This is an optimization exercise on Yosys and OpenROAD, whose aim is small area, not a production implementation.
Only simulation tests tie the RTL to the original design; equivalence was not proved.
Power figures rest on the tool's default switching activity, not on a simulated workload.

==> run a <==
// tetris
module tetris(input logic CLOCK_50, input logic[3:0] KEY, input logic RESET_N, input logic START_N,
              output logic[6:0] HEX5,
              output logic [7:0] VGA_X, output logic [6:0] VGA_Y,
              output logic [2:0] VGA_COLOUR, output logic VGA_PLOT);
clock: 20.0 ns
lec_check: 0
cap_margin: 20
core_margin: 2
core_utilization: 70
gpl_timing_driven: 0
slew_margin: 20
standard.sh (not shown) runs the stock make flow with config.mk's settings and CLKGATE_MAP_FILE= SYNTH_SCRIPT=/design/flow/synth_recipe.tcl, a recipe that flattens the netlist after the stock synthesis.
==> flow/flow/run.sh <==
#!/bin/bash
# Layout flow: the standard ORFS flow (standard.sh), with these changes:
#  - synthesis maps the logic with the ABC script in flow/abc_speed.script (area-oriented mapping)
#    instead of ORFS's default, and leaves adders to ABC (no ADDER_MAP_FILE); registers, their names
#    and their cells are unchanged;
#  - the larger buffers (buf_6/8/12/16, bufbuf_8/16) are added to the platform's don't-use list, so repair_design
#    fixes slew with smaller ones;
#  - clock tree synthesis runs with the settings in CTS_ARGS below (no dummy loads, clkbuf_8
#    clusters).
# Every tool's output goes to ORFS's own logs under orfs/logs; standard.sh's output to standard.log.
set -euo pipefail
here=$(pwd)
rm -rf "$here/scripts_custom"
cp -r "$FLOW_HOME/scripts" "$here/scripts_custom"
cp "$here/flow/abc_speed.script" "$here/scripts_custom/abc_speed.script"
export SCRIPTS_DIR="$here/scripts_custom"
export CTS_ARGS="-sink_clustering_enable -repair_clock_nets -dont_use_dummy_load -buf_list sky130_fd_sc_hd__clkbuf_8 -sink_clustering_size 16 -sink_clustering_max_diameter 55"
platform_du=$(make -s -C "$FLOW_HOME" DESIGN_CONFIG="$FLOW_CONFIG" WORK_HOME="$here/orfs" print-DONT_USE_CELLS 2> "$here/print_dont_use.log" | sed -n 's/^DONT_USE_CELLS: //p')
du="$platform_du sky130_fd_sc_hd__buf_6 sky130_fd_sc_hd__buf_8 sky130_fd_sc_hd__buf_12 sky130_fd_sc_hd__buf_16 sky130_fd_sc_hd__bufbuf_8 sky130_fd_sc_hd__bufbuf_16"
echo "$du" > "$here/dont_use_cells.log"
bash standard.sh "DONT_USE_CELLS=$du" "ADDER_MAP_FILE=" finish > "$here/standard.log" 2>&1
==> flow/flow/abc_speed.script <==
strash
&get -n
&deepsyn -T 900
&put
strash
&get -n
&dch -f
&nf -R 1000 -p -a -A 4 -F 8 -C 32
&put
==> inputs of run b, as changes to run a <==
--- a/flow/design.v
+++ b/flow/design.v
@@ -297,14 +297,19 @@
                     crash && (vflag || ap == AP_FD);
     always_ff @(posedge CLOCK_50) begin
         if (!RESET_N) begin
             gstate <= G_WAIT;
             ap <= AP_INIT;
+            k <= 6'd0;
+            ri <= 2'd0;
             cid <= 3'd0;
             id <= 3'd7;
+            rot <= 2'd0;
             rx <= 5'sd0;
             ry <= 5'd0;
+            rofs <= 2'd0;
+            rok <= 1'b0;
         end else begin
             case (gstate)
                 G_WAIT: begin
                     if (!START_N && board_rdy && KEY[0]) begin
                         gstate <= G_ACTIVE;
@@ -404,10 +409,12 @@
     logic rowfull;
     assign rowfull = &rowocc;
     always_ff @(posedge CLOCK_50) begin
         if (!RESET_N) begin
             bstate <= B_IDLE;
+            wr <= 5'd0;
+            rr <= 5'd0;
         end else begin
             case (bstate)
                 B_IDLE: if (bstart) bstate <= B_START;
                 B_START: bstate <= B_WRITE;
                 B_WRITE: begin
@@ -479,11 +486,11 @@
     assign wr_vyr = wen && (wrow == vyr);
     always_ff @(posedge CLOCK_50) begin
         for (int c = 0; c < 10; c++) begin
             logic passed;
             passed = lastrow && (4'(c) < vx);
-            if (colsel[c] && (passed ? wr_vyn : wr_vyr)) VB[c] <= wdata;
+            if (colsel[c] && (board_clr || (passed ? wr_vyn : wr_vyr))) VB[c] <= wdata;
             else if (!board_use && !game_use && (!lastrow || passed)) VB[c] <= rowc[c];
         end
     end
     logic [2:0] vcol;
     always_comb begin
==> flow/flow/run.sh (replaced) <==
#!/bin/bash
# Layout flow: the standard ORFS flow (standard.sh), with two changes:
#  - synthesis maps the logic with the ABC script in flow/abc_speed.script (area-oriented mapping)
#    instead of ORFS's default; registers, their names and their cells are unchanged;
#  - clock tree synthesis runs with the settings in CTS_ARGS below (no dummy loads, small clkbuf_4 clusters).
# Every tool's output goes to ORFS's own logs under orfs/logs; standard.sh's output to standard.log.
set -euo pipefail
here=$(pwd)
rm -rf "$here/scripts_custom"
cp -r "$FLOW_HOME/scripts" "$here/scripts_custom"
cp "$here/flow/abc_speed.script" "$here/scripts_custom/abc_speed.script"
export SCRIPTS_DIR="$here/scripts_custom"
export CTS_ARGS="-sink_clustering_enable -repair_clock_nets -dont_use_dummy_load -buf_list sky130_fd_sc_hd__clkbuf_4 -sink_clustering_size 8 -sink_clustering_max_diameter 30"
bash standard.sh > "$here/standard.log" 2>&1
==> flow/flow/abc_speed.script (replaced) <==
strash
&get -n
&deepsyn -T 30
&put
strash
&get -n
&dch -f
&nf -R 1000
&put
Settings changed: CORE_UTILIZATION 70 to 50.
==> inputs of run c, as changes to run a <==
--- a/flow/design.v
+++ b/flow/design.v
@@ -297,14 +297,19 @@
                     crash && (vflag || ap == AP_FD);
     always_ff @(posedge CLOCK_50) begin
         if (!RESET_N) begin
             gstate <= G_WAIT;
             ap <= AP_INIT;
+            k <= 6'd0;
+            ri <= 2'd0;
             cid <= 3'd0;
             id <= 3'd7;
+            rot <= 2'd0;
             rx <= 5'sd0;
             ry <= 5'd0;
+            rofs <= 2'd0;
+            rok <= 1'b0;
         end else begin
             case (gstate)
                 G_WAIT: begin
                     if (!START_N && board_rdy && KEY[0]) begin
                         gstate <= G_ACTIVE;
@@ -404,10 +409,12 @@
     logic rowfull;
     assign rowfull = &rowocc;
     always_ff @(posedge CLOCK_50) begin
         if (!RESET_N) begin
             bstate <= B_IDLE;
+            wr <= 5'd0;
+            rr <= 5'd0;
         end else begin
             case (bstate)
                 B_IDLE: if (bstart) bstate <= B_START;
                 B_START: bstate <= B_WRITE;
                 B_WRITE: begin
@@ -479,11 +486,11 @@
     assign wr_vyr = wen && (wrow == vyr);
     always_ff @(posedge CLOCK_50) begin
         for (int c = 0; c < 10; c++) begin
             logic passed;
             passed = lastrow && (4'(c) < vx);
-            if (colsel[c] && (passed ? wr_vyn : wr_vyr)) VB[c] <= wdata;
+            if (colsel[c] && (board_clr || (passed ? wr_vyn : wr_vyr))) VB[c] <= wdata;
             else if (!board_use && !game_use && (!lastrow || passed)) VB[c] <= rowc[c];
         end
     end
     logic [2:0] vcol;
     always_comb begin
--- a/flow/flow/run.sh
+++ b/flow/flow/run.sh
@@ -12,10 +12,10 @@
 here=$(pwd)
 rm -rf "$here/scripts_custom"
 cp -r "$FLOW_HOME/scripts" "$here/scripts_custom"
 cp "$here/flow/abc_speed.script" "$here/scripts_custom/abc_speed.script"
 export SCRIPTS_DIR="$here/scripts_custom"
-export CTS_ARGS="-sink_clustering_enable -repair_clock_nets -dont_use_dummy_load -buf_list sky130_fd_sc_hd__clkbuf_8 -sink_clustering_size 16 -sink_clustering_max_diameter 55"
+export CTS_ARGS="-sink_clustering_enable -repair_clock_nets -dont_use_dummy_load -buf_list sky130_fd_sc_hd__clkbuf_8 -sink_clustering_size 15 -sink_clustering_max_diameter 50"
 platform_du=$(make -s -C "$FLOW_HOME" DESIGN_CONFIG="$FLOW_CONFIG" WORK_HOME="$here/orfs" print-DONT_USE_CELLS 2> "$here/print_dont_use.log" | sed -n 's/^DONT_USE_CELLS: //p')
 du="$platform_du sky130_fd_sc_hd__buf_6 sky130_fd_sc_hd__buf_8 sky130_fd_sc_hd__buf_12 sky130_fd_sc_hd__buf_16 sky130_fd_sc_hd__bufbuf_8 sky130_fd_sc_hd__bufbuf_16"
 echo "$du" > "$here/dont_use_cells.log"
 bash standard.sh "DONT_USE_CELLS=$du" "ADDER_MAP_FILE=" finish > "$here/standard.log" 2>&1
==> flow/flow/abc_speed.script (replaced) <==
strash
&get -n
&deepsyn -T 300
&put
strash
&get -n
&dch -f
&nf -R 1000
&put
Settings changed: CORE_UTILIZATION 70 to 60.
==> summary.txt <==
Run a produced a clean layout. Run c completed without violations. Run b completed with no timing, DRC or antenna violations. Against run a, the area after synthesis of run b is higher by 7.2%. The highest power belongs to run b, the lowest to run a. In sequential cell count, run c and run b do not differ. The lowest synthesized cell count belongs to run a, the highest to run b. The lowest global-route usage belongs to run b, the highest to run a. Final area, lowest first: run a, run c, run b. Of run c and run b, run b has the higher clock power (gap 6.2%, measured against run b). Cell count: run b > run c > run a. Sequential share of layout area: run b < run c < run a. Maximum frequency: run b < run c < run a. The lowest combinational power belongs to run a, the highest to run b.
==> figures <==
Result of the run: run c no timing/DRC/antenna violations; run b no timing/DRC/antenna violations; run a no timing/DRC/antenna violations
Uppermost layer routed: run c met5; run b met4; run a met4
Number of enable flip-flop cells after synthesis: run c 670; run b 670; run a 693
Routed wl met2: run c 48,100 µm; run b 55,600 µm; run a 47,600 µm
Area taken by multi-input logic gates: run c 11,300 µm²; run b 13,200 µm²; run a 10,800 µm²
Max-Slew Margin vs Limit: run c 23.3%; run b 19.4%; run a 17.7%
CP Max Fanout: run c 16; run b 11; run a 20
Proportion of cell area occupied by registers: run c 61.3%; run b 55.6%; run a 62.4%
Combined buffer and inverter count along the critical path: run c 1; run b 2; run a 4
Worst setup skew after layout: run c 0.0884 ns; run b 0.181 ns; run a 0.125 ns
Leakage: run c 0.0130 µW; run b 0.0136 µW; run a 0.0128 µW
Worst R2R End: run c ap[0]$_SDFFE_PN0P_; run b rx[2]$_SDFFE_PN0P_; run a rx[4]$_SDFFE_PN0P_
Post-detailed-placement half-perimeter wirelength: run c 72,800 µm; run b 83,900 µm; run a 73,300 µm
Vias in the first global route: run c 24,400; run b 26,900; run a 24,700
Setup slack on the worst flop-to-flop path: run c 9.77 ns; run b 9.03 ns; run a 9.43 ns
Worst Path Required: run c 16.00 ns; run b 16.00 ns; run a 20.55 ns
Fraction of area in multi-input gates: run c 31.6%; run b 33.8%; run a 30.7%
Routed length on met3: run c 13,000 µm; run b 10,800 µm; run a 16,200 µm
Total iterations of the first detailed-routing run: run c 10; run b 9; run a 10
Fin crit share: run c 53.7%; run b 62.5%; run a 52.8%
Clock latency of the later-clocked register in the worst-skew pair: run c 0.71 ns; run b 1.06 ns; run a 0.76 ns
Number of tap instances: run c 696; run b 931; run a 607
Post-synthesis adder-cell area fraction: run c 0%; run b 3.58%; run a 0%

-- port drivers added, routing unchanged --
The flow's constraints put no driver on any port. The routed layouts listed below were extracted and timed again, unchanged, in two steps.
Step 1 (the two cells are an assumption about what drives the block):
set clk [get_ports {CLOCK_50}]
set_driving_cell -lib_cell sky130_fd_sc_hd__clkbuf_16 $clk
set_driving_cell -lib_cell sky130_fd_sc_hd__buf_2 [delete_from_list [all_inputs] $clk]
Step 2 also shifts input and output timing later by t, the mid clock arrival at the registers, as if the neighbouring blocks saw the same clock.
Slacks: no drivers / after step 1 / after step 2; pairs: no drivers / after step 1.
run | shift t [ns] | setup slack, ns | latest minus earliest clock arrival (ns) | worst register clock-pin slew, ns | worst data-port slew with drivers (ns)
run a | 0.750 | 9.431 / 9.431 / 9.431 | 0.125 / 0.125 | 0.11 / 0.11 | 0.04
run b | 1.038 | 7.503 / 7.438 / 8.476 | 0.180 / 0.181 | 0.09 / 0.09 | 0.03
run c | 0.725 | 9.260 / 9.199 / 9.768 | 0.089 / 0.088 | 0.10 / 0.10 | 0.04
After both steps setup and hold are still met in every run listed.
